This design comes from an exercise in tuning for small area and a short achievable clock period on the open sky130 flow, not from production work. Function was checked by simulation only, so behaviour that the tests miss may differ from the original. Power is estimated from default activity; no workload was simulated.

<file path="config.mk">
export PLATFORM = sky130hd
export DESIGN_NAME = srpt_grant_pkts
export DESIGN_NICKNAME = srpt_grant_pkts
export VERILOG_FILES = /design/flow/design.v
export SDC_FILE = /design/flow/constraint.sdc
export NUM_CORES = 8
export LEC_CHECK = 0
export CAP_MARGIN = 20
export CORE_MARGIN = 2
export CORE_UTILIZATION = 40
export SLEW_MARGIN = 20
export SYNTH_HIERARCHICAL = 1
export SYNTH_MEMORY_MAX_BITS = 8192
export SYNTH_MINIMUM_KEEP_SIZE = 0
</file>
<file path="constraint.sdc">
create_clock -name core_clock -period 15.0 [get_ports {ap_clk}]
set_input_delay 3.0000 -clock core_clock [delete_from_list [all_inputs] [get_ports {ap_clk}]]
set_output_delay 3.0000 -clock core_clock [all_outputs]
set_load 0.01 [all_outputs]
</file>
<file path="design.v">
`timescale 1ns / 1ps
module srpt_grant_pkts #(parameter MAX_OVERCOMMIT = 8,
			 parameter MAX_OVERCOMMIT_LOG2 = 3,
			 parameter MAX_SRPT = 64)
   (input ap_clk, ap_rst, ap_ce, ap_start, ap_continue,
    input			 header_in_empty_i,
    output reg			 header_in_read_en_o,
    input [63:0]		 header_in_data_i,
    input			 grant_pkt_full_i,
    output reg			 grant_pkt_write_en_o,
    output reg [96:0]		 grant_pkt_data_o,
    output			 ap_idle, ap_done, ap_ready);
   localparam N = 64;   
   localparam A = 8;    
   assign ap_ready = 1;
   assign ap_idle = 0;
   assign ap_done = 1;
   reg [N*14-1:0] pe_q;       
   reg [N*16-1:0] rp_q;       
   reg [N*32-1:0] rv_q;       
   reg [N*32-1:0] gbn_q;      
   reg [N*3-1:0]  prn_q;      
   wire [N*32-1:0] gb_q = ~gbn_q;
   wire [N*3-1:0]  pr_q = ~prn_q;
   reg [31:0]	  avail;      
   reg		  swap_type;  
   reg [7:0]	  swc;        
   reg [A-1:0]	  rdy_q;      
   reg [A-1:0]	  gf_q;       
   reg		  gok_q;      
   reg [31:0]	  rsel_q;     
   reg [31:0]	  gsel_q;     
   wire [N*14-1:0] pe_d;
   wire [N*16-1:0] rp_d;
   wire [N*32-1:0] rv_d;
   wire [N*32-1:0] gb_d;
   wire [N*3-1:0]  pr_d;
   wire [N*32-1:0] gbn_d;     
   wire [N*3-1:0]  prn_d;     
   wire [A-1:0]	   rdy_d;
   reg [31:0]	   avail_d;
   wire        hdr   = header_in_empty_i;
   wire [13:0] hpeer = header_in_data_i[13:0];
   wire [15:0] hrpc  = header_in_data_i[29:14];
   wire [31:0] hlen  = header_in_data_i[61:30];
   wire        hinit = header_in_data_i[63:62] == 2'b00;
   wire [31:0] hgb   = hlen - 32'h56a;
   wire [N-2:0] sw;     
   wire [N-2:0] mblk;   
   wire [N-2:0] mupd;   
   genvar k, j;
   integer jj;
   generate
      for (k = 1; k < N-1; k = k + 2) begin : csh
	 if (k != A-1) begin : c
	    wire [34:0] ca = {pr_q[(k)*3 +: 3], ~gb_q[(k)*32 +: 32]};
	    wire st = swc[k >> 3];
	    wire [34:0] cb = ~(st ? {pr_q[(k+1)*3 +: 3], ~gb_q[(k+1)*32 +: 32]} : {pr_q[(k-1)*3 +: 3], ~gb_q[(k-1)*32 +: 32]});
	    wire [35:0] cc;
	    assign cc[0] = st;
	    for (j = 0; j < 35; j = j + 1) begin : rip
	       assign cc[j+1] = (ca[j] & cb[j]) | (ca[j] & cc[j]) | (cb[j] & cc[j]);
	    end
	    assign sw[k-1] = cc[35] ^ st;
	    assign sw[k]   = cc[35] ^ st;
	 end
      end
      for (k = A-2; k < N-1; k = k + 1) begin : cown
	 if (k == A-2 || k == A-1 || k == N-2) begin : c
	    wire [34:0] ca = {pr_q[(k+1)*3 +: 3], ~gb_q[(k+1)*32 +: 32]};
	    wire [34:0] cb = ~{pr_q[(k)*3 +: 3], ~gb_q[(k)*32 +: 32]};
	    wire [35:0] cc;
	    assign cc[0] = 1'b0;
	    for (j = 0; j < 35; j = j + 1) begin : rip
	       assign cc[j+1] = (ca[j] & cb[j]) | (ca[j] & cc[j]) | (cb[j] & cc[j]);
	    end
	    assign sw[k] = cc[35];
	 end
      end
      for (k = 0; k < N-1; k = k + 1) begin : pair
	 if (k < A) begin : act
	    assign mblk[k] = 1'b0;
	    assign mupd[k] = 1'b0;
	 end else begin : que
	    wire peq = pe_q[(k)*14 +: 14] == pe_q[(k+1)*14 +: 14];
	    wire req = rp_q[(k)*16 +: 16] == rp_q[(k+1)*16 +: 16];
	    assign mblk[k] = peq && pr_q[(k)*3 +: 3] == 3'b001;
	    assign mupd[k] = peq && req && pr_q[(k)*3 +: 3] == 3'b000;
	 end
      end
   endgenerate
   wire [A-1:0] pm, rm;
   generate
      for (k = 0; k < A; k = k + 1) begin : am
	 assign pm[k] = hpeer == pe_q[(k)*14 +: 14];
	 assign rm[k] = hrpc == rp_q[(k)*16 +: 16];
      end
   endgenerate
   wire [A-1:0] pf = pm & ~(pm - 1'b1);
   wire [A-1:0] rf = rm & ~(rm - 1'b1);
   wire pm_any = |pm;
   wire rm_any = |rm;
   reg [31:0] gpf;
   always @* begin
      gpf = 0;
      for (jj = 0; jj < A; jj = jj + 1)
	gpf = gpf | ({32{pf[jj]}} & gb_q[(jj)*32 +: 32]);
   end
   wire [32:0] lc;
   assign lc[0] = 1'b0;
   generate
      for (j = 0; j < 32; j = j + 1) begin : ltr
	 assign lc[j+1] = (gpf[j] & ~hgb[j]) | (gpf[j] & lc[j]) | (~hgb[j] & lc[j]);
      end
   endgenerate
   wire shorter = lc[32];
   reg [13:0] pesel;
   reg [15:0] rpsel;
   always @* begin
      pesel = 0; rpsel = 0;
      for (jj = 0; jj < A; jj = jj + 1) begin
	 pesel = pesel | ({14{gf_q[jj]}} & pe_q[(jj)*14 +: 14]);
	 rpsel = rpsel | ({16{gf_q[jj]}} & rp_q[(jj)*16 +: 16]);
      end
   end
   wire        r_gt_a = rsel_q > avail;
   wire [31:0] gout   = r_gt_a ? gsel_q - avail : gsel_q - rsel_q;
   wire [31:0] rnew   = r_gt_a ? rsel_q - avail : 32'd0;
   wire [31:0] a_m_r  = avail - rsel_q;
   wire        gempty = !r_gt_a && gsel_q == rsel_q;
   wire [31:0] gout_o;
   srpt_grant_arith arith (.g(gsel_q), .r(rsel_q), .a(avail), .gout(gout_o));
   wire new_grant  = grant_pkt_full_i && gok_q;
   wire new_active = sw[A-1] && pr_q[(A)*3 +: 3] == 3'b110;
   always @* begin
      header_in_read_en_o  = hdr;
      grant_pkt_write_en_o = !hdr && new_grant;
      grant_pkt_data_o     = {3'b000, gout_o, 32'd0, rpsel, pesel};
   end
   wire run  = !ap_rst && ap_ce && ap_start;
   wire op_h = run && hdr;
   wire op_g = run && !hdr && new_grant;
   wire op_a = run && !hdr && !new_grant && new_active;
   wire op_s = run && !hdr && !new_grant && !new_active;
   wire op_e = op_s && !swap_type;    
   wire op_o = op_s && swap_type;     
   wire keep = !ap_rst && !run;       
   wire [A-1:0] w_hr = {A{op_h && !hinit}} & rf;      
   wire [A-1:0] w_hb = {A{op_h && hinit && shorter}} & pf;  
   wire [A-1:0] w_g  = {A{op_g}} & gf_q;              
   wire [A-1:0] w_rg = w_hr | w_g;
   reg [31:0] hrsel, hgsel;
   always @* begin
      hrsel = 0; hgsel = 0;
      for (jj = 0; jj < A; jj = jj + 1) begin
	 hrsel = hrsel | ({32{rf[jj]}} & rv_q[(jj)*32 +: 32]);
	 hgsel = hgsel | ({32{rf[jj]}} & gb_q[(jj)*32 +: 32]);
      end
   end
   wire [31:0]	wr_r = hdr ? hrsel + 32'h56a : rnew;
   wire [31:0]	wr_g = hdr ? hgsel - 32'h56a : gout;
   genvar i;
   generate
      for (i = 0; i < N; i = i + 1) begin : ent
	 wire lo_act, hi_act;    
	 if (i == N-1 || i == A-1) begin : lnone
	    assign lo_act = 1'b0;
	 end else begin : lx
	    assign lo_act = (i % 2 == 0) ? op_e : op_o;
	 end
	 if (i == 0 || i == A) begin : hnone
	    assign hi_act = 1'b0;
	 end else begin : hx
	    assign hi_act = (i % 2 == 1) ? op_e : op_o;
	 end
	 wire sw_lo = sw[i < N-1 ? i : 0];
	 wire sw_hi = sw[i > 0 ? i-1 : 0];
	 wire take_n = lo_act && sw_lo;    
	 wire take_p = hi_act && sw_hi;    
	 wire stay_s = (lo_act && !sw_lo) || (hi_act && !sw_hi);
	 if (i < A) begin : act
	    wire tn = take_n || (i == A-1 && op_a);    
	    wire hold = keep || op_h || op_g || stay_s || (op_o && (i == 0 || i == A-1))
			|| (op_a && i != A-1);
	    wire hold_rg = hold && !w_rg[i];
	    wire hold_p  = hold && !w_hb[i] && !(w_g[i] && gempty);
	    wire [13:0] pe_p = pe_q[(i > 0 ? i-1 : 0)*14 +: 14];
	    wire [15:0] rp_p = rp_q[(i > 0 ? i-1 : 0)*16 +: 16];
	    wire [31:0] rv_p = rv_q[(i > 0 ? i-1 : 0)*32 +: 32];
	    wire [31:0] gb_p = gb_q[(i > 0 ? i-1 : 0)*32 +: 32];
	    wire [2:0]  pr_p = pr_q[(i > 0 ? i-1 : 0)*3 +: 3];
	    assign pe_d[i*14 +: 14] = ({14{take_p}} & pe_p) | ({14{hold}} & pe_q[(i)*14 +: 14]) | ({14{tn}} & pe_q[(i+1)*14 +: 14]);
	    assign rp_d[i*16 +: 16] = ({16{take_p}} & rp_p) | ({16{hold}} & rp_q[(i)*16 +: 16]) | ({16{tn}} & rp_q[(i+1)*16 +: 16]);
	    assign rv_d[i*32 +: 32] = ({32{take_p}} & rv_p) | ({32{hold_rg}} & rv_q[(i)*32 +: 32]) | ({32{tn}} & rv_q[(i+1)*32 +: 32])
				      | ({32{w_rg[i]}} & wr_r);
	    assign gb_d[i*32 +: 32] = ({32{take_p}} & gb_p) | ({32{hold_rg}} & gb_q[(i)*32 +: 32]) | ({32{tn}} & gb_q[(i+1)*32 +: 32])
				      | ({32{w_rg[i]}} & wr_g);
	    assign pr_d[i*3 +: 3]   = ({3{take_p}} & pr_p) | ({3{hold_p}} & pr_q[(i)*3 +: 3]) | ({3{tn}} & pr_q[(i+1)*3 +: 3])
				      | ({3{w_hb[i]}} & 3'b101) | ({3{w_g[i] && gempty}} & 3'b100)
				      | ({3{ap_rst}} & 3'b100);
	    wire rdy_p = rdy_q[i > 0 ? i-1 : 0];
	    wire rdy_n = (i == A-1) ? (rv_q[(A)*32 +: 32] != 0) : rdy_q[i < A-1 ? i+1 : 0];
	    assign rdy_d[i] = (take_p & rdy_p) | (hold_rg & !w_hb[i] & rdy_q[i]) | (tn & rdy_n)
			      | (w_hr[i] & pr_q[(i)*3 +: 3] == 3'b110 & rv_q[(i)*32 +: 32] != (32'd0 - 32'h56a))
			      | (w_g[i] & r_gt_a);
	    assign gbn_d[i*32 +: 32] = ~gb_d[i*32 +: 32];
	    assign prn_d[i*3 +: 3] = ~pr_d[i*3 +: 3];
	 end else if (i == A) begin : e8
	    assign gbn_d[i*32 +: 32] = ~gb_d[i*32 +: 32];
	    assign prn_d[i*3 +: 3] = ~pr_d[i*3 +: 3];
	    wire h_new = op_h && (hinit || !rm_any);
	    wire hold  = keep || op_g || op_o || (op_h && !hinit && rm_any) || stay_s;
	    wire mvu   = take_n && mupd[i];
	    wire mvb   = take_n && mblk[i];
	    wire [2:0] h_pr = hinit ? ((!pm_any || shorter) ? 3'b110 : 3'b101) : 3'b000;
	    wire [31:0] h_gb = hinit ? hgb : (32'd0 - 32'h56a);
	    assign pe_d[i*14 +: 14] = ({14{hold || op_a}} & pe_q[(i)*14 +: 14]) | ({14{take_n}} & pe_q[(i+1)*14 +: 14]) | ({14{h_new}} & hpeer);
	    assign rp_d[i*16 +: 16] = ({16{hold || op_a}} & rp_q[(i)*16 +: 16]) | ({16{take_n}} & rp_q[(i+1)*16 +: 16]) | ({16{h_new}} & hrpc);
	    assign rv_d[i*32 +: 32] = ({32{hold || mvu}} & rv_q[(i)*32 +: 32]) | ({32{take_n && !mupd[i]}} & rv_q[(i+1)*32 +: 32])
				      | ({32{h_new}} & 32'h56a);
	    assign gb_d[i*32 +: 32] = ({32{hold || mvu}} & gb_q[(i)*32 +: 32]) | ({32{take_n && !mupd[i]}} & gb_q[(i+1)*32 +: 32])
				      | ({32{h_new}} & h_gb);
	    assign pr_d[i*3 +: 3]   = ({3{hold}} & pr_q[(i)*3 +: 3]) | ({3{take_n && !mblk[i]}} & pr_q[(i+1)*3 +: 3])
				      | ({3{mvb}} & 3'b101) | ({3{h_new}} & h_pr)
				      | ({3{op_a}} & 3'b001) | ({3{ap_rst}} & 3'b100);
	 end else begin : que
	    wire from_7 = (i == A+1) && op_a;                      
	    wire shift  = (i < N-1) && (op_h || (op_a && i != A+1));
	    wire tp     = take_p || shift;
	    wire hold   = keep || op_g || stay_s || (i == N-1 && (op_h || op_a || op_o));
	    wire mu     = mupd[i < N-1 ? i : 0];
	    wire mb     = mblk[i < N-1 ? i : 0];
	    wire hold_rg = hold || (take_n && mu);
	    wire tn_rg   = take_n && !mu;
	    wire tn_p    = take_n && !mb;
	    wire mvb     = take_n && mb;
	    wire [13:0] pe_n = pe_q[(i < N-1 ? i+1 : i)*14 +: 14];
	    wire [15:0] rp_n = rp_q[(i < N-1 ? i+1 : i)*16 +: 16];
	    wire [31:0] rv_n = rv_q[(i < N-1 ? i+1 : i)*32 +: 32];
	    wire [31:0] gb_n = gb_q[(i < N-1 ? i+1 : i)*32 +: 32];
	    wire [2:0]  pr_n = pr_q[(i < N-1 ? i+1 : i)*3 +: 3];
	    if (i > A+1 && i < N-1) begin : m
	       srpt_qmux qm (.tp(tp), .hold(hold), .take_n(take_n), .hold_rg(hold_rg), .tn_rg(tn_rg),
			     .tn_p(tn_p), .mvb(mvb), .rst(ap_rst),
			     .p_pe(pe_q[(i-1)*14 +: 14]), .s_pe(pe_q[(i)*14 +: 14]), .n_pe(pe_n),
			     .p_rp(rp_q[(i-1)*16 +: 16]), .s_rp(rp_q[(i)*16 +: 16]), .n_rp(rp_n),
			     .p_rv(rv_q[(i-1)*32 +: 32]), .s_rv(rv_q[(i)*32 +: 32]), .n_rv(rv_n),
			     .p_gb(gb_q[(i-1)*32 +: 32]), .s_gb(gb_q[(i)*32 +: 32]), .n_gb(gb_n),
			     .p_pr(pr_q[(i-1)*3 +: 3]), .s_pr(pr_q[(i)*3 +: 3]), .n_pr(pr_n),
			     .pe_d(pe_d[i*14 +: 14]), .rp_d(rp_d[i*16 +: 16]), .rv_d(rv_d[i*32 +: 32]),
			     .gbn_d(gbn_d[i*32 +: 32]), .prn_d(prn_d[i*3 +: 3]));
	    end else begin : f
	    assign gbn_d[i*32 +: 32] = ~gb_d[i*32 +: 32];
	    assign prn_d[i*3 +: 3] = ~pr_d[i*3 +: 3];
	    assign pe_d[i*14 +: 14] = ({14{tp}} & pe_q[(i-1)*14 +: 14]) | ({14{hold}} & pe_q[(i)*14 +: 14]) | ({14{take_n}} & pe_n)
				      | ({14{from_7}} & pe_q[(A-1)*14 +: 14]);
	    assign rp_d[i*16 +: 16] = ({16{tp}} & rp_q[(i-1)*16 +: 16]) | ({16{hold}} & rp_q[(i)*16 +: 16]) | ({16{take_n}} & rp_n)
				      | ({16{from_7}} & rp_q[(A-1)*16 +: 16]);
	    assign rv_d[i*32 +: 32] = ({32{tp}} & rv_q[(i-1)*32 +: 32]) | ({32{hold_rg}} & rv_q[(i)*32 +: 32]) | ({32{tn_rg}} & rv_n)
				      | ({32{from_7}} & rv_q[(A-1)*32 +: 32]);
	    assign gb_d[i*32 +: 32] = ({32{tp}} & gb_q[(i-1)*32 +: 32]) | ({32{hold_rg}} & gb_q[(i)*32 +: 32]) | ({32{tn_rg}} & gb_n)
				      | ({32{from_7}} & gb_q[(A-1)*32 +: 32]);
	    assign pr_d[i*3 +: 3]   = ({3{tp}} & pr_q[(i-1)*3 +: 3]) | ({3{hold}} & pr_q[(i)*3 +: 3]) | ({3{tn_p}} & pr_n)
				      | ({3{mvb}} & 3'b101) | ({3{from_7}} & pr_q[(A-1)*3 +: 3])
				      | ({3{ap_rst}} & 3'b100);
	    end
	 end
      end
   endgenerate
   always @* begin
      if (ap_rst)
	avail_d = 32'd480000;
      else if (op_h && hinit && !pm_any)
	avail_d = avail + 32'h56a;
      else if (op_g)
	avail_d = r_gt_a ? 32'd0 : a_m_r;
      else
	avail_d = avail;
   end
   wire [A-1:0] gf_d = rdy_d & ~(rdy_d - 1'b1);
   reg [31:0]	rsel_d, gsel_d;
   always @* begin
      rsel_d = 0; gsel_d = 0;
      for (jj = 0; jj < A; jj = jj + 1) begin
	 rsel_d = rsel_d | ({32{gf_d[jj]}} & rv_d[jj*32 +: 32]);
	 gsel_d = gsel_d | ({32{gf_d[jj]}} & gb_d[jj*32 +: 32]);
      end
   end
   always @(posedge ap_clk) begin
      pe_q    <= pe_d;
      rp_q    <= rp_d;
      rv_q    <= rv_d;
      gbn_q   <= gbn_d;
      prn_q   <= prn_d;
      avail   <= avail_d;
      rdy_q   <= rdy_d;
      gf_q    <= gf_d;
      gok_q   <= |rdy_d && avail_d != 0;
      rsel_q  <= rsel_d;
      gsel_q  <= gsel_d;
      if (ap_rst)
	swap_type <= 1'b0;
      else if (op_s)
	swap_type <= !swap_type;
      for (jj = 0; jj < 8; jj = jj + 1)
	if (ap_rst)
	  swc[jj] <= 1'b0;
	else if (op_s)
	  swc[jj] <= !swc[jj];
   end
endmodule
module srpt_grant_arith (input [31:0] g, r, a, output [31:0] gout);
   wire [31:0] px_x [0:2];
   wire [31:0] px_y [0:2];
   wire [31:0] px_g [0:2];
   wire [31:0] px_t [0:2];
   assign px_x[0] = r; assign px_y[0] = a;
   assign px_x[1] = g; assign px_y[1] = a;
   assign px_x[2] = g; assign px_y[2] = r;
   genvar ka, kl, kb;
   generate
      for (ka = 0; ka < 3; ka = ka + 1) begin : px
	 wire [31:0] pg [0:5];
	 wire [31:0] pt [0:5];
	 assign pg[0] = px_x[ka] & ~px_y[ka];
	 assign pt[0] = px_x[ka] | ~px_y[ka];
	 for (kl = 0; kl < 5; kl = kl + 1) begin : lv
	    for (kb = 0; kb < 32; kb = kb + 1) begin : b
	       if ((kb >> kl) & 1) begin : c
		  assign pg[kl+1][kb] = pg[kl][kb] | (pt[kl][kb] & pg[kl][((kb >> kl) << kl) - 1]);
		  assign pt[kl+1][kb] = pg[kl][kb] | (pt[kl][kb] & pt[kl][((kb >> kl) << kl) - 1]);
	       end else begin : n
		  assign pg[kl+1][kb] = pg[kl][kb];
		  assign pt[kl+1][kb] = pt[kl][kb];
	       end
	    end
	 end
	 assign px_g[ka] = pg[5];
	 assign px_t[ka] = pt[5];
      end
   endgenerate
   wire        r_gt_a = px_g[0][31];
   wire [31:0] g_m_a  = ~(g ^ a) ^ {px_t[1][30:0], 1'b1};
   wire [31:0] g_m_r  = ~(g ^ r) ^ {px_t[2][30:0], 1'b1};
   assign gout = r_gt_a ? g_m_a : g_m_r;
endmodule
module srpt_qmux (input tp, hold, take_n, hold_rg, tn_rg, tn_p, mvb, rst,
		  input [13:0] p_pe, s_pe, n_pe, input [15:0] p_rp, s_rp, n_rp,
		  input [31:0] p_rv, s_rv, n_rv, input [31:0] p_gb, s_gb, n_gb,
		  input [2:0] p_pr, s_pr, n_pr,
		  output [13:0] pe_d, output [15:0] rp_d, output [31:0] rv_d,
		  output [31:0] gbn_d, output [2:0] prn_d);
   assign pe_d  = ({14{tp}} & p_pe) | ({14{hold}} & s_pe) | ({14{take_n}} & n_pe);
   assign rp_d  = ({16{tp}} & p_rp) | ({16{hold}} & s_rp) | ({16{take_n}} & n_rp);
   assign rv_d  = ({32{tp}} & p_rv) | ({32{hold_rg}} & s_rv) | ({32{tn_rg}} & n_rv);
   assign gbn_d = ~(({32{tp}} & p_gb) | ({32{hold_rg}} & s_gb) | ({32{tn_rg}} & n_gb));
   assign prn_d = ~(({3{tp}} & p_pr) | ({3{hold}} & s_pr) | ({3{tn_p}} & n_pr)
		    | ({3{mvb}} & 3'b101) | ({3{rst}} & 3'b100));
endmodule
</file>
<file path="flow/run.sh">
#!/bin/bash
# The standard layout (standard.sh), with changes to how it is made:
#  - timing repair aims at a setup margin below the clock period, so the
#    resizer keeps working on paths that already meet the 15 ns clock;
#  - timing repair does not clone gates (a clone adds load to the gate that
#    drives it, which nothing repairs after routing);
#  - clock tree synthesis without dummy loads and with larger sink clusters.
# Synthesis, floorplan, placement, routing and the constraints are the standard flow's own.
set -euo pipefail
bash standard.sh SETUP_SLACK_MARGIN=7.5 SKIP_GATE_CLONING=1 \
  "CTS_ARGS=-sink_clustering_enable -repair_clock_nets -sink_clustering_size 20 -sink_clustering_max_diameter 80 -dont_use_dummy_load" \
  finish > standard_finish.log 2>&1
</file>
<file path="standard.sh">
#!/bin/bash
# synth_recipe.tcl (not shown) runs the flow's synth.tcl, then flattens the netlist and writes it again
# the make line also repeats each setting of config.mk as NAME=value (left out here)
make -C /OpenROAD-flow-scripts/flow DESIGN_CONFIG=/design/flow/config.mk WORK_HOME=/design/flow/orfs CLKGATE_MAP_FILE= SYNTH_SCRIPT=/design/flow/synth_recipe.tcl "${@:-finish}"
</file>
==> run_results.csv, run 1 <==
group,metric,value,unit
status,status,"no timing/DRC/antenna violations",
setup_path,path_class,"input pin to flip-flop",
logic_synthesis,synth.avg_cell_area,9.08,sq um
sta,tns,0,ns
logic_synthesis,yosys_warnings,8,
sta,rsz0062_at_grt,"true",
clocking,numCtsBuffers,412,
grt,grt_remaining_overflow,0,
sta,slew_viol_final,0,
logic_synthesis,ys_ff_latch,6329,
clocking,clk-insertion-delay-late,1.13,ns
die,initial_core_util,40.2,%
power_and_ir_drop,power_density,88.2,nW/um^2
drt,first_pass_iters,15,
final_layout,nets,33275,
grt,grt_antenna_before_repair,63,
setup_path,critPathArrivalTime,9.58,ns
flow_run,maxCapViolCount,0,
drt,wire_per_inst,29.1,um
logic_synthesis,yosysSeqAreaShare,40.8,%
sta,fin_skew,0.146,ns
final_layout,drive_gt1_share,7.03,%
logic_synthesis,synth_cell_types,113,
logic_synthesis,synth_edf_count,0,
clocking,clkSlewWorstSetupHoldPaths,0.08,ns
setup_path,start_kind,"input pin",
logic_synthesis,synth_flop_cell,"dfxtp_1",
die,dieArea,784000,sq um
power_and_ir_drop,p_leak,165,nW
grt,grt_pass1_vias,274011,
drt,via_count,289149,
clocking,cts_buffer_depth,4,
drt,vias_per_cell,6.69,
clocking,cts_root_buf,"clkbuf_16",
clocking,cts_tree,"yes",
power_and_ir_drop,max-vdd-ir-drop,0.0926,mV
logic_synthesis,async_reset_ff_share,0,%
logic_synthesis,synth_top_area_share,40.8,%
logic_synthesis,syn-instance-count,34228,
die,die_h,885,um
drt,routed_wl,1260,mm
grt,grt_first_pass_wirelength,1840,mm
die,core_area,774000,sq um
placement,post-place-ws,2.19,ns
setup_path,critPathSlowestCell,"or4_4",
sta,fin_crit_sh,57.3,%
sta,slew_headroom,7.57,%
setup_path,slowest_delay,0.56,ns
drt,initialDrtViolationCount,52459,
worst_hold_path,min_path_type,"flip-flop to flip-flop",
sta,timing_hold_violations_final,0,
setup_path,required,15.99,ns
sta,setup_violations,0,
placement,dp_hpwl,865,mm
setup_path,crit_path_frequent_cell,"buf_12",
clocking,cts_num_sinks,6329,
grt,grt_use_total,29.9,%
sta,worst_pin_slew,1.37,ns
die,die_w,885,um
setup_path,crit_path_end_kind,"flip-flop",
placement,portBuffers,133,
sta,setup_slack,6.40,ns
setup_path,cpLargestDelayFamily,"simple AND/OR/NAND/NOR gates",
die,pin_count,173,
logic_synthesis,synth_common_cells,"6,329 x dfxtp_1, 5,851 x inv_1, 5,517 x a222oi_1, 1,657 x xor2_1, 1,573 x nand2_1",
setup_path,critPathMaxFanout,8,
final_layout,area_growth,7.95,%
sta,min_period,8.60,ns
placement,routabilityCongestion,1.01,
clocking,htree_levels,5,
logic_synthesis,synth_area,311000,sq um
sta,fmax,0.116,GHz
logic_synthesis,synth.most_common_cell,"dfxtp_1",
die,core.rowCount,323,
drt,ant_nets,0,
grt,grt_max_degree,128,
logic_synthesis,yosys.area.top_type,"dfxtp_1",
logic_synthesis,synth_area_leaders,"dfxtp_1 41%, a222oi_1 18%, inv_1 7.1%",
drt,drc,0,
setup_path,cp_num_buf_inv,11,
## Yosys stat by module (local to each module, per instance)
module	cells inside	flops+latches	cell area, sq um
srpt_grant_pkts	23396	6329	233000
srpt_grant_arith	603	0	4500
srpt_qmux	193	0	1390
## final cells by class
cell class              count  area [sq um]
inverters                5861         22100
repair buffers            971          9710
multi-input cells       19368        154000
clock buffers             412         10300
diodes                     53           133
flip-flops and latches   6329        127000
well taps               10237         12800
fillers                 74714        438000
## report_power, final
| group | total (mW) | internal (mW) | switching (mW) |
|---|---|---|---|
| clock network | 10.8 | 4.84 | 5.93 |
| logic | 1.95 | 0.427 | 1.52 |
| registers | 16.9 | 16.8 | 0.0557 |
| total | 29.6 | 22.1 | 7.51 |
## worst register-to-register path, delay by kind of cell (launching register included)
kind | cells | cell delay [ns]
multiplexers | 2 | 0.72
flip-flops | 1 | 0.59
buffers and inverters | 8 | 2.20
AO/OA/AOI/OAI | 4 | 1.47
AND/OR/NAND/NOR | 8 | 3.43
## cell families after synthesis
kind of cell    after synthesis  share of synthesized area [%]
other cells                   2                        0.00242
flops                      6329                           40.8
fa+ha+maj                   507                           1.88
simple gates               5291                           8.05
compound gates            10489                           29.0
buf+inv                    8567                           11.3
xor+xnor                   2142                           6.04
mux                         901                           2.91
## state kept, by name (all words and copies together), names as in the netlist
register,count
rsel_q,32
rv_q,2048
rdy_q,7
gbn_q,2048
prn_q,192
gsel_q,32
gok_q,1
pe_q,896
avail,32
gf_q,8
swc,8
swap_type,1
rp_q,1024
## path summary, 6_finish.rpt
| path | depth (start not counted) | end | slack, ns | start |
|---|---|---|---|---|
| setup / recovery | 30 | rsel_q[0]$_DFF_P_ | 6.40 | header_in_data_i[6] |
| hold / removal | 2 | rv_q[1960]$_DFF_P_ | 0.42 | rv_q[1992]$_DFF_P_ |
| setup reg to reg | 22 | gsel_q[16]$_DFF_P_ | 6.46 | swc[0]$_SDFFE_PP0N_ |
| hold reg to reg | 2 | rv_q[1960]$_DFF_P_ | 0.42 | rv_q[1992]$_DFF_P_ |
## layout by cell type, fill, tap and decap left out, types with 234 or more instances in the layout
| cell type | count |
|---|---|
| o21ai_0 | 693 |
| a211oi_1 | 321 |
| nand4_1 | 284 |
| nand2_1 | 1481 |
| clkbuf_16 | 412 |
| a22oi_1 | 365 |
| inv_1 | 5840 |
| ha_1 | 244 |
| xnor2_1 | 481 |
| o22ai_1 | 451 |
| xor2_1 | 1629 |
| mux2i_1 | 876 |
| nor4_1 | 413 |
| a222oi_1 | 5517 |
| maj3_1 | 234 |
| a21oi_1 | 867 |
| nand3_1 | 413 |
| a22o_1 | 282 |
| dfxtp_1 | 6279 |
| nor3_1 | 449 |
| buf_4 | 588 |
| nor2_1 | 1275 |
## metal layers
| layer | routed length [um] | global-route usage (%) | part of all wire, % | up-vias |
|---|---|---|---|---|
| li1 | - | - | - | 128342 |
| met1 | 490000 | 37.1 | 39 | 142115 |
| met2 | 561000 | 48.0 | 45 | 15052 |
| met3 | 111000 | 5.35 | 8.8 | 3598 |
| met4 | 95300 | 19.2 | 7.6 | 42 |
| met5 | 282 | 0 | 0.022 | - |
## what timing repair did
item,in CTS,in global routing
pin swaps,121,97
hold buffers,0,0
setup endpoints to repair,3792,4291
setup buffers,190,105
resized for setup,747,337
## per-stage QoR
step                      cells  hold slack (ns)  area (sq um)  total power [mW]  util (%)
final                     43231            0.415        335000              29.6      43.3
after global routing      43188            0.435        335000              30.4      43.3
after CTS                 43068            0.407        333000              29.6      43.0
after detailed placement  42466            0.451        318000              19.1      41.1
after global placement    42464            0.444        318000              19.0      41.1
after floorplan           34264            0.434        311000              18.4         -
==> inputs of run 2 (changes only) <==
--- a/design.v
+++ b/design.v
@@ -38,6 +38,7 @@
    wire [N*32-1:0] gbn_d;     
    wire [N*3-1:0]  prn_d;     
    wire [A-1:0]	   rdy_d;
+   wire [A-1:0]	   rdy_d0;    
    reg [31:0]	   avail_d;
    wire        hdr   = header_in_empty_i;
    wire [13:0] hpeer = header_in_data_i[13:0];
@@ -96,8 +97,13 @@
 	 assign rm[k] = hrpc == rp_q[(k)*16 +: 16];
       end
    endgenerate
-   wire [A-1:0] pf = pm & ~(pm - 1'b1);
-   wire [A-1:0] rf = rm & ~(rm - 1'b1);
+   reg [A-1:0] pf, rf;
+   always @* begin
+      for (jj = 0; jj < A; jj = jj + 1) begin
+	 pf[jj] = pm[jj] && !(|(pm & ((8'd1 << jj) - 8'd1)));
+	 rf[jj] = rm[jj] && !(|(rm & ((8'd1 << jj) - 8'd1)));
+      end
+   end
    wire pm_any = |pm;
    wire rm_any = |rm;
    reg [31:0] gpf;
@@ -149,16 +155,10 @@
    wire [A-1:0] w_hb = {A{op_h && hinit && shorter}} & pf;  
    wire [A-1:0] w_g  = {A{op_g}} & gf_q;              
    wire [A-1:0] w_rg = w_hr | w_g;
-   reg [31:0] hrsel, hgsel;
-   always @* begin
-      hrsel = 0; hgsel = 0;
-      for (jj = 0; jj < A; jj = jj + 1) begin
-	 hrsel = hrsel | ({32{rf[jj]}} & rv_q[(jj)*32 +: 32]);
-	 hgsel = hgsel | ({32{rf[jj]}} & gb_q[(jj)*32 +: 32]);
-      end
-   end
-   wire [31:0]	wr_r = hdr ? hrsel + 32'h56a : rnew;
-   wire [31:0]	wr_g = hdr ? hgsel - 32'h56a : gout;
+   wire [31:0] hrnew, hgnew;
+   srpt_hupd hu (.rf(rf), .rv(rv_q[A*32-1:0]), .gbn(gbn_q[A*32-1:0]), .rv_u(hrnew), .gb_u(hgnew));
+   wire [31:0]	wr_r = hdr ? hrnew : rnew;
+   wire [31:0]	wr_g = hdr ? hgnew : gout;
    genvar i;
    generate
       for (i = 0; i < N; i = i + 1) begin : ent
@@ -200,7 +200,8 @@
 				      | ({3{ap_rst}} & 3'b100);
 	    wire rdy_p = rdy_q[i > 0 ? i-1 : 0];
 	    wire rdy_n = (i == A-1) ? (rv_q[(A)*32 +: 32] != 0) : rdy_q[i < A-1 ? i+1 : 0];
-	    assign rdy_d[i] = (take_p & rdy_p) | (hold_rg & !w_hb[i] & rdy_q[i]) | (tn & rdy_n)
+	    assign rdy_d[i] = rdy_d0[i] & !w_hb[i];
+	    assign rdy_d0[i] = (take_p & rdy_p) | (hold_rg & rdy_q[i]) | (tn & rdy_n)
 			      | (w_hr[i] & pr_q[(i)*3 +: 3] == 3'b110 & rv_q[(i)*32 +: 32] != (32'd0 - 32'h56a))
 			      | (w_g[i] & r_gt_a);
 	    assign gbn_d[i*32 +: 32] = ~gb_d[i*32 +: 32];
@@ -277,13 +278,25 @@
       else
 	avail_d = avail;
    end
-   wire [A-1:0] gf_d = rdy_d & ~(rdy_d - 1'b1);
-   reg [31:0]	rsel_d, gsel_d;
+   wire [A-1:0] rdy_d1 = rdy_d0 & ~({A{op_h && hinit}} & pf);
+   reg [A-1:0]	gf_d0, gf_d1;
    always @* begin
-      rsel_d = 0; gsel_d = 0;
       for (jj = 0; jj < A; jj = jj + 1) begin
-	 rsel_d = rsel_d | ({32{gf_d[jj]}} & rv_d[jj*32 +: 32]);
-	 gsel_d = gsel_d | ({32{gf_d[jj]}} & gb_d[jj*32 +: 32]);
+	 gf_d0[jj] = rdy_d0[jj] && !(|(rdy_d0 & ((8'd1 << jj) - 8'd1)));
+	 gf_d1[jj] = rdy_d1[jj] && !(|(rdy_d1 & ((8'd1 << jj) - 8'd1)));
+      end
+   end
+   wire [A-1:0] gf_d = shorter ? gf_d1 : gf_d0;
+   reg [31:0]	rsel_d0, gsel_d0, rsel_d1, gsel_d1;
+   wire [31:0]	rsel_d = shorter ? rsel_d1 : rsel_d0;
+   wire [31:0]	gsel_d = shorter ? gsel_d1 : gsel_d0;
+   always @* begin
+      rsel_d0 = 0; gsel_d0 = 0; rsel_d1 = 0; gsel_d1 = 0;
+      for (jj = 0; jj < A; jj = jj + 1) begin
+	 rsel_d0 = rsel_d0 | ({32{gf_d0[jj]}} & rv_d[jj*32 +: 32]);
+	 gsel_d0 = gsel_d0 | ({32{gf_d0[jj]}} & gb_d[jj*32 +: 32]);
+	 rsel_d1 = rsel_d1 | ({32{gf_d1[jj]}} & rv_d[jj*32 +: 32]);
+	 gsel_d1 = gsel_d1 | ({32{gf_d1[jj]}} & gb_d[jj*32 +: 32]);
       end
    end
    always @(posedge ap_clk) begin
@@ -295,7 +308,7 @@
       avail   <= avail_d;
       rdy_q   <= rdy_d;
       gf_q    <= gf_d;
-      gok_q   <= |rdy_d && avail_d != 0;
+      gok_q   <= (shorter ? |rdy_d1 : |rdy_d0) && avail_d != 0;
       rsel_q  <= rsel_d;
       gsel_q  <= gsel_d;
       if (ap_rst)
@@ -344,6 +357,20 @@
    wire [31:0] g_m_r  = ~(g ^ r) ^ {px_t[2][30:0], 1'b1};
    assign gout = r_gt_a ? g_m_a : g_m_r;
 endmodule
+module srpt_hupd (input [7:0] rf, input [8*32-1:0] rv, gbn,
+		  output [31:0] rv_u, gb_u);
+   reg [31:0] r, g;
+   integer jj;
+   always @* begin
+      r = 0; g = 0;
+      for (jj = 0; jj < 8; jj = jj + 1) begin
+	 r = r | ({32{rf[jj]}} & rv[jj*32 +: 32]);
+	 g = g | ({32{rf[jj]}} & ~gbn[jj*32 +: 32]);
+      end
+   end
+   assign rv_u = r + 32'h56a;
+   assign gb_u = g - 32'h56a;
+endmodule
 module srpt_qmux (input tp, hold, take_n, hold_rg, tn_rg, tn_p, mvb, rst,
 		  input [13:0] p_pe, s_pe, n_pe, input [15:0] p_rp, s_rp, n_rp,
 		  input [31:0] p_rv, s_rv, n_rv, input [31:0] p_gb, s_gb, n_gb,
==> run_results.csv, run 2 <==
group,metric,value,unit
power_and_ir_drop,max-vdd-ir-drop,0.100,mV
clocking,numCtsBuffers,412,
setup_path,crit_path_frequent_cell,"buf_6",
setup_path,cp.depth,24,
drt,first_pass_iters,17,
die,core.rowCount,324,
sta,fmax,0.125,GHz
power_and_ir_drop,p_leak,166,nW
worst_hold_path,min_path_type,"flip-flop to flip-flop",
die,core_area,778000,sq um
die,initial_core_util,40.1,%
final_layout,final_cell_mix,"6,283 x dfxtp_1, 5,929 x inv_1, 5,497 x a222oi_1",
setup_path,cp_num_buf_inv,8,
logic_synthesis,synth_edf_count,0,
grt,top_usage_layer,"met2",
sta,min_period,8.01,ns
drt,wire_per_inst,30.1,um
grt,grt_use_met3,5.90,%
status,status,"no timing/DRC/antenna violations",
sta,worst_pin_slew,1.46,ns
power_and_ir_drop,power_density,87.2,nW/um^2
setup_path,rr_endpoint,"gsel_q[26]$_DFF_P_",
placement,post-place-ws,3.30,ns
setup_path,critPathSlowestCell,"xor2_1",
setup_path,required,15.94,ns
drt,routed_wl,1310,mm
clocking,cts_root_buf,"clkbuf_16",
drt,drc,0,
drt,via_count,295221,
clocking,cts_buffer_depth,4,
setup_path,r2r-start,"gbn_q[224]$_DFF_P_",
setup_path,path_class,"input pin to flip-flop",
logic_synthesis,synth.avg_cell_area,9.09,sq um
clocking,cts_tree,"yes",
grt,grt_pass1_vias,272233,
clocking,clk-insertion-delay-late,1.09,ns
logic_synthesis,synth_cell_types,130,
setup_path,cpLargestDelayFamily,"compound AO/OA/AOI/OAI gates",
setup_path,critPathMaxFanout,17,
sta,slew_viol_final,0,
power_and_ir_drop,power,29.7,mW
logic_synthesis,async_reset_ff_share,0,%
sta,fin_crit_sh,53.4,%
drt,ant_nets,0,
logic_synthesis,synth.most_common_cell,"dfxtp_1",
logic_synthesis,syn-instance-count,34287,
drt,vias_per_cell,6.78,
logic_synthesis,yosys.area.top_type,"dfxtp_1",
final_layout,largestRegisters,"gbn_q (2048), rv_q (2048), rp_q (1024)",
die,pin_count,173,
drt,initialDrtViolationCount,61545,
logic_synthesis,synth_common_cells,"6,330 x dfxtp_1, 5,944 x inv_1, 5,497 x a222oi_1, 1,698 x xor2_1, 1,485 x clkbuf_1",
logic_synthesis,synth_area,312000,sq um
clocking,cts_num_sinks,6330,
setup_path,path_cells,"buf_2 -> o21ai_4 -> a21oi_2 -> o21a_1 -> o21a_1 -> or4b_4 -> buf_1 -> nor4_1 -> xor2_1 -> a22o_1 -> a22o_1 -> a211oi_4 -> o31ai_2 -> maj3_2 -> maj3_4 -> buf_6 -> buf_12 -> buf_6 -> buf_16 -> buf_6 -> buf_16 -> o2111ai_1 -> a2bb2oi_2 -> o221ai_2",
setup_path,start_kind,"input pin",
grt,grt_max_degree,128,
clocking,htree_levels,5,
logic_synthesis,synth_top_area_share,40.6,%
die,die_w,887,um
grt,grt_use_total,31.1,%
sta,slew_headroom,2.64,%
setup_path,worstRegToRegCells,22,
sta,timing_hold_violations_final,0,
logic_synthesis,yosysSeqAreaShare,40.6,%
setup_path,setup.worst_path.end,"gsel_q[2]$_DFF_P_",
sta,fin_skew,0.110,ns
logic_synthesis,synth_flop_cell,"dfxtp_1",
logic_synthesis,synth_area_leaders,"dfxtp_1 41%, a222oi_1 18%, inv_1 7.2%",
logic_synthesis,ys_ff_latch,6330,
clocking,clkSlewWorstSetupHoldPaths,0.08,ns
die,dieArea,786000,sq um
sta,setup_slack,6.99,ns
logic_synthesis,yosys_warnings,9,
grt,grtUsageMet1,40.6,%
grt,grt_util_met2,47.7,%
sta,tns,0,ns
sta,setup_violations,0,
sta,rsz0062_at_grt,"true",
final_layout,area_growth,9.34,%
worst_hold_path,min_path_cells,2,
setup_path,critPathArrivalTime,8.94,ns
final_layout,nets,33589,
flow_run,maxCapViolCount,0,
die,die_h,887,um
final_layout,drive_gt1_share,8.35,%
final_layout,final_common_cell,"dfxtp_1",
setup_path,crit_path_start,"header_in_data_i[32]",
setup_path,slowest_delay,1.15,ns
grt,grt_first_pass_wirelength,1890,mm
grt,grt_antenna_before_repair,57,
setup_path,r2r_slack,7.14,ns
setup_path,crit_path_end_kind,"flip-flop",
placement,dp_hpwl,883,mm
final_layout,nFillCells,75472,
placement,routabilityCongestion,1.01,
placement,portBuffers,133,
grt,grt_remaining_overflow,0,
-- run 2: changes by cell type in the layout (fill, tap and decap cells not counted), sizes merged, moves of 98 or more --
cell   delta
nand2   -150
a22oi   +121
o22ai   +126
buf     +225
nand3    -98
inv     +100
-- run 2: per-module statistics from Yosys (local to each module, per instance) --
module | cell area [sq um] | times used | cells
srpt_grant_pkts | 229000 | 1 | 22860
srpt_grant_arith | 4500 | 1 | 603
srpt_hupd | 4220 | 1 | 595
srpt_qmux | 1390 | 53 | 193
-- run 2: cell families after synthesis --
group | after synthesis | synth area share, %
AO/OA/AOI/OAI | 10645 | 29.2
XOR/XNOR | 2133 | 5.99
adder cells (fa/ha/maj) | 510 | 1.89
buffers and inverters | 8629 | 11.5
flip-flops | 6330 | 40.6
multiplexers | 930 | 2.99
other | 2 | 0.00241
AND/OR/NAND/NOR | 5108 | 7.80
-- run 2: cell type report --
type / instances / area [sq um] / share of cell area (%)
Multi-Input combinational cell: 19364 / 156000 / 45.7
Tap cell: 10269 / 12800 / 3.77
Inverter: 5962 / 22500 / 6.60
Sequential cell: 6330 / 127000 / 37.2
Timing Repair Buffer: 1187 / 12500 / 3.66
Antenna cell: 42 / 105 / 0.0308
Clock buffer: 412 / 10300 / 3.02
-- run 2: through the flow --
stage | std cells | util, % | cell area (sq um) | hold WS [ns]
global placement | 42558 | 41.1 | 319000 | 0.444
global route | 43531 | 43.8 | 341000 | 0.458
CTS | 43338 | 43.3 | 336000 | 0.427
finish | 43566 | 43.8 | 341000 | 0.450
floorplan | 34323 | - | 313000 | 0.434
detailed placement | 42561 | 41.1 | 319000 | 0.451
-- run 2: worst min path at each step --
stage | startpoint | slack (ns) | end
after floorplan | rv_q[2016]$_DFF_P_ | 0.43 | rv_q[1984]$_DFF_P_
after global placement | rv_q[2020]$_DFF_P_ | 0.44 | rv_q[1988]$_DFF_P_
after detailed placement | rv_q[2045]$_DFF_P_ | 0.45 | rv_q[2013]$_DFF_P_
after CTS | rv_q[1347]$_DFF_P_ | 0.43 | rv_q[1315]$_DFF_P_
after global routing | rv_q[1347]$_DFF_P_ | 0.46 | rv_q[1315]$_DFF_P_
final | rv_q[1347]$_DFF_P_ | 0.45 | rv_q[1315]$_DFF_P_
-- run 2: what timing repair did --
item | CTS | global route
hold buffers | 0 | 0
pin swaps | 229 | 199
endpoints found under the setup margin | 5253 | 4738
buffers inserted | 365 | 181
resized for setup | 1000 | 516
-- run 2: power by group --
part           total [mW]  internal, mW  switching [mW]  leakage [nW]
combinational        2.05         0.474            1.58           110
clock                10.8          4.84            5.97          5.08
sequential           16.9          16.8          0.0624          51.1
total                29.7          22.1            7.61           166
-- run 2: worst min-delay path, cell delays in order (launching register included) --
cell and delay [ns]:
dfxtp_1 0.36, a222oi_1 0.08, inv_1 0.05
-- run 2: routing by layer --
layer | share of wire, % | vias up
met5 | 0.013 | -
met4 | 7.2 | 26
met3 | 10 | 3631
met2 | 43 | 17356
met1 | 40 | 145137
li1 | - | 129071
==> inputs of run 3 (changes only) <==
--- a/config.mk
+++ b/config.mk
@@ -7,7 +7,7 @@
 export LEC_CHECK = 0
 export CAP_MARGIN = 20
 export CORE_MARGIN = 2
-export CORE_UTILIZATION = 40
+export CORE_UTILIZATION = 45
 export SLEW_MARGIN = 20
 export SYNTH_HIERARCHICAL = 1
 export SYNTH_MEMORY_MAX_BITS = 8192
==> run_results.csv, run 3 <==
group,metric,value,unit
logic_synthesis,syn-instance-count,34287,
clocking,cts_buffer_depth,4,
drt,highest_layer,"met5",
sta,slew_headroom,9.70,%
worst_hold_path,min_path_type,"flip-flop to flip-flop",
setup_path,path_class,"flip-flop to flip-flop",
clocking,clk-insertion-delay-late,1.14,ns
sta,setup_violations,0,
setup_path,slowest_delay,0.58,ns
die,core.rowCount,305,
drt,wire_per_inst,30.4,um
final_layout,final_cell_mix,"6,283 x dfxtp_1, 5,929 x inv_1, 5,497 x a222oi_1",
grt,grt_antenna_before_repair,55,
drt,drc,0,
setup_path,critPathArrivalTime,8.93,ns
drt,met3WireLength,121,mm
logic_synthesis,synth_common_cells,"6,330 x dfxtp_1, 5,944 x inv_1, 5,497 x a222oi_1, 1,698 x xor2_1, 1,485 x clkbuf_1",
logic_synthesis,synth.avg_cell_area,9.09,sq um
clocking,htree_levels,5,
logic_synthesis,synth_edf_count,0,
grt,grt_first_pass_wirelength,1860,mm
flow_run,maxCapViolCount,0,
grt,grt_pass1_vias,272753,
setup_path,cp_num_buf_inv,5,
drt,first_pass_iters,13,
power_and_ir_drop,max-vdd-ir-drop,0.102,mV
power_and_ir_drop,p_leak,166,nW
placement,routabilityCongestion,1.01,
die,pin_count,173,
logic_synthesis,synth_cell_types,130,
setup_path,required,16.01,ns
grt,grt_remaining_overflow,0,
placement,place_area,318000,sq um
die,die_w,836,um
logic_synthesis,synth_flop_cell,"dfxtp_1",
die,core_area,690000,sq um
drt,initialDrtViolationCount,55297,
grt,grt_max_degree,111,
die,initial_core_util,45.2,%
setup_path,start_kind,"flip-flop",
sta,fin_crit_sh,52.7,%
setup_path,critPathSlowestCell,"a21oi_1",
sta,worst_pin_slew,1.35,ns
placement,dp_hpwl,867,mm
clocking,cts_tree,"yes",
clocking,numCtsBuffers,412,
final_layout,area_growth,8.79,%
sta,fmax,0.126,GHz
grt,grt_use_total,34.2,%
placement,portBuffers,133,
logic_synthesis,synth.most_common_cell,"dfxtp_1",
logic_synthesis,yosys_warnings,9,
setup_path,cpLargestDelayFamily,"compound AO/OA/AOI/OAI gates",
final_layout,final_common_cell,"dfxtp_1",
final_layout,largestRegisters,"gbn_q (2048), rv_q (2048), rp_q (1024)",
sta,min_period,7.91,ns
setup_path,crit_path_start,"gbn_q[193]$_DFF_P_",
sta,tns,0,ns
logic_synthesis,synth_top_area_share,40.6,%
final_layout,drive_gt1_share,8.05,%
drt,vias_per_cell,6.87,
clocking,cts_num_sinks,6330,
drt,ant_nets,0,
sta,rsz0062_at_grt,"true",
clocking,cts_root_buf,"clkbuf_16",
drt,routed_wl,1290,mm
sta,timing_hold_violations_final,0,
drt,via_count,291513,
logic_synthesis,synth_area,312000,sq um
status,status,"no timing/DRC/antenna violations",
drt,met1_length,500,mm
die,die_h,836,um
drt,met2WireLength,564,mm
setup_path,crit_path_end_kind,"flip-flop",
sta,fin_skew,0.136,ns
power_and_ir_drop,power_density,87.9,nW/um^2
final_layout,nets,33520,
logic_synthesis,yosys.area.top_type,"dfxtp_1",
setup_path,r2r-start,"gbn_q[193]$_DFF_P_",
sta,slew_viol_final,0,
logic_synthesis,synth_area_leaders,"dfxtp_1 41%, a222oi_1 18%, inv_1 7.2%",
logic_synthesis,async_reset_ff_share,0,%
logic_synthesis,ys_ff_latch,6330,
clocking,clkSlewWorstSetupHoldPaths,0.09,ns
final_layout,design_area,339000,sq um
setup_path,critPathMaxFanout,21,
worst_hold_path,hold_start,"rv_q[2046]$_DFF_P_",
die,dieArea,699000,sq um
logic_synthesis,yosysSeqAreaShare,40.6,%
run 3: timing repair:
item                                    4_1_cts  5_1_grt
endpoints found under the setup margin     5376     4581
buffers inserted                            327      144
gates resized for setup                    1089      450
hold buffers                                  0        0
pin swaps                                   176      134
run 3: layout make-up:
cell class              instances  area, sq um
clock buffers                 412        10300
diodes                         38         95.1
repair buffers               1118        12300
fillers                     64950       351000
well taps                    9210        11500
inverters                    5962        22500
flip-flops and latches       6330       127000
multi-input cells           19364       156000
run 3: routing by layer:
layer | GRT usage [%] | up-vias
li1 | - | 128862
met1 | 43.0 | 143317
met2 | 53.5 | 15723
met3 | 6.23 | 3577
met4 | 23.0 | 34
met5 | 0 | -
run 3: cells by family after synthesis:
logic type | Yosys count | synth area share, %
XOR/XNOR | 2133 | 5.99
AND/OR/NAND/NOR | 5108 | 7.80
buffers and inverters | 8629 | 11.5
other | 2 | 0.00241
AO/OA/AOI/OAI | 10645 | 29.2
adder cells (fa/ha/maj) | 510 | 1.89
flip-flops | 6330 | 40.6
multiplexers | 930 | 2.99
run 3: power breakdown:
part           internal, mW  leakage (nW)  total (mW)  switching (mW)
Clock                  4.84          5.08        10.8            5.95
Sequential             16.8          51.1        16.9          0.0585
Combinational         0.504           110        2.15            1.65
run 3: worst register-to-register path, cell delays in order, from the launching register on:
cell and delay [ns]:
dfxtp_1 0.53, inv_1 0.15, maj3_1 0.47, a221oi_2 0.51, o311ai_1 0.19, a32o_1 0.32, maj3_1 0.46, a21oi_1 0.34
o22ai_1 0.13, a221oi_1 0.28, a311oi_1 0.16, o2111ai_1 0.42, o2111ai_1 0.52, nand3_1 0.28, nand4_1 0.12, a21oi_1 0.58
o21ai_0 0.22, nand3_2 0.13, and2_2 0.40, a21o_2 0.21, buf_4 0.58, nand2_8 0.21, buf_6 0.17, buf_16 0.16
buf_12 0.18, o2111ai_2 0.15
run 3: worst paths after layout:
check	endpoint	slack [ns]	cells past startpoint
hold / removal	rv_q[2014]$_DFF_P_	0.42	2
setup / recovery	gsel_q[31]$_DFF_P_	7.09	25
hold reg to reg	rv_q[2014]$_DFF_P_	0.42	2
setup reg to reg	gsel_q[31]$_DFF_P_	7.09	25
run 3: metrics by stage:
step	worst slack [ns]	std cells	total power, mW	hold slack [ns]	util [%]
floorplan	6.90	34323	18.5	0.434	-
global placement	2.67	41509	19.1	0.443	46.1
detailed placement	2.71	41509	19.1	0.450	46.1
CTS	7.20	42248	29.8	0.424	48.6
global route	7.06	42403	30.6	0.447	49.1
finish	7.09	42434	29.8	0.418	49.2
run 3: Yosys stat by module, one instance, submodules excluded:
module            cells inside  times used
srpt_qmux                  193          53
srpt_hupd                  595           1
srpt_grant_arith           603           1
srpt_grant_pkts          22860           1
==> inputs of run 4 (changes only) <==
--- a/config.mk
+++ b/config.mk
@@ -7,7 +7,7 @@
 export LEC_CHECK = 0
 export CAP_MARGIN = 20
 export CORE_MARGIN = 2
-export CORE_UTILIZATION = 45
+export CORE_UTILIZATION = 50
 export SLEW_MARGIN = 20
 export SYNTH_HIERARCHICAL = 1
 export SYNTH_MEMORY_MAX_BITS = 8192
==> run_results.csv, run 4 <==
group,metric,value,unit
status,status,"no timing/DRC/antenna violations",
placement,portBuffers,133,
grt,grt_use_total,39.8,%
grt,grt_max_degree,98,
drt,via_count,296944,
clocking,numCtsBuffers,415,
sta,fmax,0.122,GHz
setup_path,setup.worst_path.end,"rsel_q[31]$_DFF_P_",
power_and_ir_drop,power,29.8,mW
setup_path,cp.depth,23,
die,die_h,794,um
setup_path,path_cells,"clkinv_1 -> o22ai_1 -> o21ai_0 -> o2bb2ai_1 -> maj3_1 -> a21oi_1 -> a211oi_1 -> o221ai_1 -> nand3_1 -> a22oi_1 -> a2111oi_0 -> nand3b_1 -> buf_4 -> o21a_1 -> buf_4 -> nor2_4 -> buf_4 -> a222oi_1 -> nand2_1 -> a32oi_1 -> o2111ai_1 -> a222oi_1 -> a21bo_2",
setup_path,r2r_slack,6.81,ns
final_layout,largestRegisters,"gbn_q (2048), rv_q (2048), rp_q (1024)",
logic_synthesis,synth.most_common_cell,"dfxtp_1",
setup_path,r2r-start,"swc[0]$_SDFFE_PP0N_",
logic_synthesis,synth_top_area_share,40.6,%
grt,grt_antenna_before_repair,90,
logic_synthesis,synth.avg_cell_area,9.09,sq um
sta,timing_hold_violations_final,0,
clocking,cts_buffer_depth,4,
final_layout,nets,33529,
setup_path,critPathMaxFanout,31,
sta,min_period,8.19,ns
power_and_ir_drop,power_density,88.2,nW/um^2
sta,slew_headroom,9.15,%
logic_synthesis,synth_flop_cell,"dfxtp_1",
setup_path,crit_path_frequent_cell,"buf_4",
setup_path,rr_endpoint,"rsel_q[31]$_DFF_P_",
drt,initialDrtViolationCount,62867,
sta,setup_violations,0,
drt,first_pass_iters,22,
logic_synthesis,ys_ff_latch,6330,
logic_synthesis,async_reset_ff_share,0,%
final_layout,nFillCells,57012,
setup_path,path_class,"flip-flop to flip-flop",
setup_path,cp_num_buf_inv,4,
setup_path,worstRegToRegCells,23,
placement,dp_hpwl,905,mm
drt,routed_wl,1340,mm
grt,grt_remaining_overflow,0,
power_and_ir_drop,clock_power_share,36.4,%
power_and_ir_drop,power.internal,22.2,mW
die,dieArea,630000,sq um
die,core_area,622000,sq um
final_layout,final_cell_mix,"6,276 x dfxtp_1, 5,921 x inv_1, 5,497 x a222oi_1",
final_layout,design_area,338000,sq um
power_and_ir_drop,p_comb_share,7.0,%
worst_hold_path,min_path_type,"flip-flop to flip-flop",
drt,wire_per_inst,32.2,um
sta,fin_crit_sh,54.6,%
worst_hold_path,hold_start,"rv_q[1323]$_DFF_P_",
final_layout,drive_gt1_share,8.19,%
final_layout,final_common_cell,"dfxtp_1",
clocking,cts_root_buf,"clkbuf_16",
logic_synthesis,synth_cell_types,130,
logic_synthesis,yosysSeqAreaShare,40.6,%
grt,grt_first_pass_wirelength,1930,mm
placement,place_area,317000,sq um
logic_synthesis,synth_common_cells,"6,330 x dfxtp_1, 5,944 x inv_1, 5,497 x a222oi_1, 1,698 x xor2_1, 1,485 x clkbuf_1",
final_layout,area_growth,8.47,%
logic_synthesis,synth_area,312000,sq um
sta,tns,0,ns
grt,grt_pass1_vias,272015,
setup_path,critPathArrivalTime,9.22,ns
setup_path,required,16.03,ns
die,die_w,794,um
logic_synthesis,synth_edf_count,0,
clocking,htree_levels,5,
setup_path,crit_path_end_kind,"flip-flop",
clocking,ctsHoldBuffers,0,
setup_path,slowest_delay,0.91,ns
power_and_ir_drop,p_leak,166,nW
final_layout,fin_util,54.3,%
sta,worst_pin_slew,1.35,ns
setup_path,start_kind,"flip-flop",
clocking,cts_tree,"yes",
clocking,cts_num_sinks,6330,
placement,routabilityCongestion,1.04,
logic_synthesis,yosys.area.top_type,"dfxtp_1",
power_and_ir_drop,seq_power_share,56.6,%
drt,drc,0,
setup_path,cpLargestDelayFamily,"compound AO/OA/AOI/OAI gates",
sta,fin_skew,0.140,ns
clocking,clkSlewWorstSetupHoldPaths,0.09,ns
die,initial_core_util,50.1,%
die,core.rowCount,290,
sta,whs,0.446,ns
logic_synthesis,synth_area_leaders,"dfxtp_1 41%, a222oi_1 18%, inv_1 7.2%",
drt,ant_nets,0,
die,pin_count,173,
sta,slew_viol_final,0,
power_and_ir_drop,swShare,25.7,%
sta,rsz0062_at_grt,"true",
drt,vias_per_cell,7.14,
setup_path,critPathSlowestCell,"clkinv_1",
logic_synthesis,syn-instance-count,34287,
logic_synthesis,yosys_warnings,9,
clocking,clk-insertion-delay-late,1.15,ns
flow_run,maxCapViolCount,0,
setup_path,crit_path_start,"swc[0]$_SDFFE_PP0N_",
power_and_ir_drop,switchingPower,7.65,mW
power_and_ir_drop,max-vdd-ir-drop,0.115,mV
==> run 4: per-module statistics from Yosys (local to each module, per instance) <==
module	times used	cells
srpt_grant_arith	1	603
srpt_qmux	53	193
srpt_grant_pkts	1	22860
srpt_hupd	1	595
==> run 4: final cells by class <==
class / count / area [sq um] / area share [%]
multi-input combinational: 19364 / 156000 / 46.1
inverter: 5962 / 22500 / 6.66
timing repair buffer: 1124 / 12000 / 3.56
clock buffer: 415 / 10400 / 3.07
antenna: 53 / 133 / 0.0392
tap: 8322 / 10400 / 3.08
sequential: 6330 / 127000 / 37.5
==> run 4: worst min path at each step <==
stage	end	slack, ns	cells past startpoint
final	rv_q[1291]$_DFF_P_	0.45	2
after global routing	rv_q[1374]$_DFF_P_	0.49	2
after CTS	rv_q[265]$_DFF_P_	0.44	1
after detailed placement	rv_q[1993]$_DFF_P_	0.45	2
after global placement	rv_q[2000]$_DFF_P_	0.44	2
after floorplan	rv_q[1984]$_DFF_P_	0.43	2
==> run 4: timing repair <==
item	in CTS	in global routing
cloned	0	0
gates resized for setup	975	500
pin swaps	192	179
buffers inserted	295	161
setup endpoints to repair	4824	4469
==> run 4: tightest hold or removal path, cell delays in order (launching register included) <==
cell,delay [ns]
dfxtp_1,0.36
a222oi_1,0.08
inv_1,0.05
==> run 4: cell families (layout without fill, tap and decap cells) <==
| kind of cell | Yosys count | after routing | synth area share (%) |
|---|---|---|---|
| fa+ha+maj | 510 | 510 | 1.89 |
| simple gates | 5108 | 5108 | 7.80 |
| compound gates | 10645 | 10645 | 29.2 |
| buf+inv | 8629 | 7501 | 11.5 |
| xor+xnor | 2133 | 2133 | 5.99 |
| flops | 6330 | 6330 | 40.6 |
| mux | 930 | 930 | 2.99 |
| other cells | 2 | 91 | 0.00241 |
==> run 4: per-layer routing <==
metal / track usage, % / part of all wire (%) / vias to the layer above / wire length, um
met3: 9.84 / 11 / 4159 / 146000
met2: 58.7 / 42 / 18408 / 563000
met1: 51.5 / 39 / 145337 / 525000
met5: 0.257 / 0.018 / - / 245
met4: 26.3 / 8.0 / 40 / 107000
li1: - / - / 129000 / -
==> run 4: stage by stage <==
step	setup WS [ns]	instances
floorplan	6.90	34323
global placement	3.04	40637
detailed placement	3.02	40638
CTS	7.18	41348
global route	7.04	41524
finish	6.81	41570
==> run 4: power by group through the flow <==
stage / Sequential, mW / Combinational (mW) / Clock [mW]
2_1_floorplan: 17.2 / 1.21 / 0
3_3_place_gp: 17.3 / 1.82 / 0
3_5_place_dp: 17.3 / 1.83 / 0
4_1_cts: 16.9 / 1.91 / 11.0
5_1_grt: 16.9 / 2.13 / 11.5
6_report: 16.9 / 2.08 / 10.9
==> inputs of run 5 (changes only) <==
--- a/flow/run.sh
+++ b/flow/run.sh
@@ -8,5 +8,5 @@
 # Synthesis, floorplan, placement, routing and the constraints are the standard flow's own.
 set -euo pipefail
 bash standard.sh SETUP_SLACK_MARGIN=7.5 SKIP_GATE_CLONING=1 \
-  "CTS_ARGS=-sink_clustering_enable -repair_clock_nets -sink_clustering_size 20 -sink_clustering_max_diameter 80 -dont_use_dummy_load" \
+  "CTS_ARGS=-sink_clustering_enable -repair_clock_nets -sink_clustering_size 25 -sink_clustering_max_diameter 90 -dont_use_dummy_load" \
   finish > standard_finish.log 2>&1
--- a/config.mk
+++ b/config.mk
@@ -7,7 +7,7 @@
 export LEC_CHECK = 0
 export CAP_MARGIN = 20
 export CORE_MARGIN = 2
-export CORE_UTILIZATION = 50
+export CORE_UTILIZATION = 45
 export SLEW_MARGIN = 20
 export SYNTH_HIERARCHICAL = 1
 export SYNTH_MEMORY_MAX_BITS = 8192
==> run_results.csv, run 5 <==
group,metric,value,unit
status,status,"no timing/DRC/antenna violations",
grt,grt_pass1_vias,271580,
drt,first_pass_iters,14,
sta,timing_hold_violations_final,0,
logic_synthesis,yosys.area.top_type,"dfxtp_1",
logic_synthesis,synth_cell_types,130,
power_and_ir_drop,power_density,85.2,nW/um^2
flow_run,maxCapViolCount,0,
setup_path,crit_path_start,"header_in_data_i[12]",
die,core.rowCount,305,
logic_synthesis,synth_area,312000,sq um
placement,place_area,318000,sq um
logic_synthesis,synth.most_common_cell,"dfxtp_1",
logic_synthesis,yosysSeqAreaShare,40.6,%
logic_synthesis,synth_area_leaders,"dfxtp_1 41%, a222oi_1 18%, inv_1 7.2%",
setup_path,slowest_delay,0.62,ns
logic_synthesis,synth_common_cells,"6,330 x dfxtp_1, 5,944 x inv_1, 5,497 x a222oi_1, 1,698 x xor2_1, 1,485 x clkbuf_1",
die,die_w,836,um
sta,setup_violations,0,
logic_synthesis,synth.avg_cell_area,9.09,sq um
final_layout,final_common_cell,"dfxtp_1",
setup_path,critPathMaxFanout,22,
clocking,numCtsBuffers,334,
grt,grt_remaining_overflow,0,
power_and_ir_drop,p_leak,165,nW
logic_synthesis,synth_edf_count,0,
setup_path,cp_num_buf_inv,12,
grt,grt_first_pass_wirelength,1850,mm
setup_path,crit_path_end_kind,"flip-flop",
grt,grt_antenna_before_repair,56,
setup_path,rr_endpoint,"gsel_q[25]$_DFF_P_",
clocking,cts_num_sinks,6330,
sta,slew_viol_final,0,
final_layout,area_growth,8.17,%
die,initial_core_util,45.2,%
sta,rsz0062_at_grt,"true",
sta,min_period,8.08,ns
final_layout,largestRegisters,"gbn_q (2048), rv_q (2048), rp_q (1024)",
logic_synthesis,synth_flop_cell,"dfxtp_1",
drt,vias_per_cell,6.86,
clocking,cts_buffer_depth,4,
setup_path,crit_path_frequent_cell,"buf_12",
die,core_area,690000,sq um
drt,ant_nets,0,
sta,fin_crit_sh,53.8,%
sta,tns,0,ns
setup_path,path_class,"input pin to flip-flop",
final_layout,design_area,337000,sq um
placement,portBuffers,133,
clocking,htree_levels,5,
setup_path,worstRegToRegCells,28,
logic_synthesis,ys_ff_latch,6330,
drt,drc,0,
final_layout,final_cell_mix,"6,289 x dfxtp_1, 5,926 x inv_1, 5,497 x a222oi_1",
die,dieArea,699000,sq um
setup_path,required,15.94,ns
grt,grt_max_degree,111,
drt,via_count,290884,
grt,grt_use_total,34.1,%
die,die_h,836,um
setup_path,cpLargestDelayFamily,"compound AO/OA/AOI/OAI gates",
clocking,clkSlewWorstSetupHoldPaths,0.11,ns
sta,slew_headroom,3.17,%
die,pin_count,173,
drt,wire_per_inst,30.3,um
placement,dp_hpwl,867,mm
worst_hold_path,min_path_type,"flip-flop to flip-flop",
setup_path,critPathArrivalTime,9.02,ns
clocking,clk-insertion-delay-late,1.10,ns
power_and_ir_drop,max-vdd-ir-drop,0.101,mV
sta,whs,0.448,ns
logic_synthesis,syn-instance-count,34287,
setup_path,r2r-start,"gbn_q[277]$_DFF_P_",
sta,fin_skew,0.114,ns
sta,worst_pin_slew,1.44,ns
drt,routed_wl,1290,mm
logic_synthesis,synth_top_area_share,40.6,%
sta,fmax,0.124,GHz
final_layout,nets,33467,
clocking,cts_tree,"yes",
final_layout,drive_gt1_share,7.83,%
setup_path,setup.worst_path.end,"rsel_q[27]$_DFF_P_",
logic_synthesis,yosys_warnings,9,
placement,routabilityCongestion,1.01,
setup_path,cp.depth,30,
setup_path,critPathSlowestCell,"a2111oi_1",
setup_path,r2r_slack,6.98,ns
drt,initialDrtViolationCount,54857,
setup_path,start_kind,"input pin",
clocking,cts_root_buf,"clkbuf_16",
logic_synthesis,async_reset_ff_share,0,%
run 5: worst min path at each step:
stage | cells past startpoint | from | slack, ns | endpoint
after floorplan | 2 | rv_q[2016]$_DFF_P_ | 0.43 | rv_q[1984]$_DFF_P_
after global placement | 2 | rv_q[2021]$_DFF_P_ | 0.44 | rv_q[1989]$_DFF_P_
after detailed placement | 2 | rv_q[2043]$_DFF_P_ | 0.45 | rv_q[2011]$_DFF_P_
after CTS | 2 | rv_q[490]$_DFF_P_ | 0.44 | rv_q[458]$_DFF_P_
after global routing | 2 | rv_q[490]$_DFF_P_ | 0.46 | rv_q[458]$_DFF_P_
final | 2 | rv_q[2014]$_DFF_P_ | 0.45 | rv_q[1982]$_DFF_P_
run 5: where the power goes:
| part | switching [mW] | total [mW] | internal, mW |
|---|---|---|---|
| logic | 1.65 | 2.15 | 0.504 |
| clock network | 5.73 | 9.71 | 3.98 |
| registers | 0.0572 | 16.9 | 16.8 |
run 5: stage by stage:
| stage | power [mW] | util [%] | instances | setup WS [ns] |
|---|---|---|---|---|
| final | 28.7 | 48.9 | 42387 | 6.92 |
| after floorplan | 18.5 | - | 34323 | 6.90 |
| after global routing | 29.5 | 48.9 | 42351 | 6.97 |
| after detailed placement | 19.1 | 46.1 | 41509 | 2.71 |
| after CTS | 28.7 | 48.3 | 42160 | 7.11 |
| after global placement | 19.1 | 46.1 | 41509 | 2.67 |
run 5: repair_timing:
action | CTS | global route
resized for setup | 973 | 476
pin swaps | 166 | 160
hold buffers | 0 | 0
buffers inserted | 317 | 179
setup endpoints to repair | 5433 | 4581
run 5: logic make-up (layout without fill, tap and decap cells):
kind of cell | after synthesis | after routing | share of synthesized area, %
AOI/OAI and AO/OA | 10645 | 10645 | 29.2
xor gates and xnor gates | 2133 | 2133 | 5.99
adders and majority gates | 510 | 510 | 1.89
buffers and inverters | 8629 | 7439 | 11.5
DFF | 6330 | 6330 | 40.6
muxes | 930 | 930 | 2.99
other | 2 | 82 | 0.00241
and+or+nand+nor | 5108 | 5108 | 7.80
run 5: area by class of cell:
class                   count  area, sq um
fillers                 65135       353000
multi-input cells       19364       155000
flip-flops and latches   6330       127000
inverters                5962        22500
repair buffers           1143        12600
well taps                9210        11500
clock buffers             334         8360
diodes                     44          110
run 5: layer usage:
metal / share of wire (%) / GRT usage [%] / up-vias
met4: 8.0 / 22.9 / 30
li1: - / - / 128782
met1: 39 / 43.1 / 142710
met2: 44 / 53.3 / 15834
met5: 0.015 / 0 / -
met3: 9.3 / 5.94 / 3528
run 5: worst register-to-register path: cells and delay by family (launching register included):
family / cells / cell delay [ns]
AOI/OAI and AO/OA: 14 / 3.88
buffers and inverters: 10 / 2.57
and+or+nand+nor: 4 / 0.64
DFF: 1 / 0.78
run 5: per-module statistics from Yosys (local to each module, per instance):
module / cells / copies in the design / flops+latches
srpt_hupd: 595 / 1 / 0
srpt_qmux: 193 / 53 / 0
srpt_grant_pkts: 22860 / 1 / 6330
srpt_grant_arith: 603 / 1 / 0

Check on run 5: ideal ports give 6.923 ns setup slack; a clkbuf_16 on the clock port and buf_2 on the inputs give 6.979 ns; moving port delays by the midpoint clock arrival (1.197 ns) as well gives 5.826 ns.
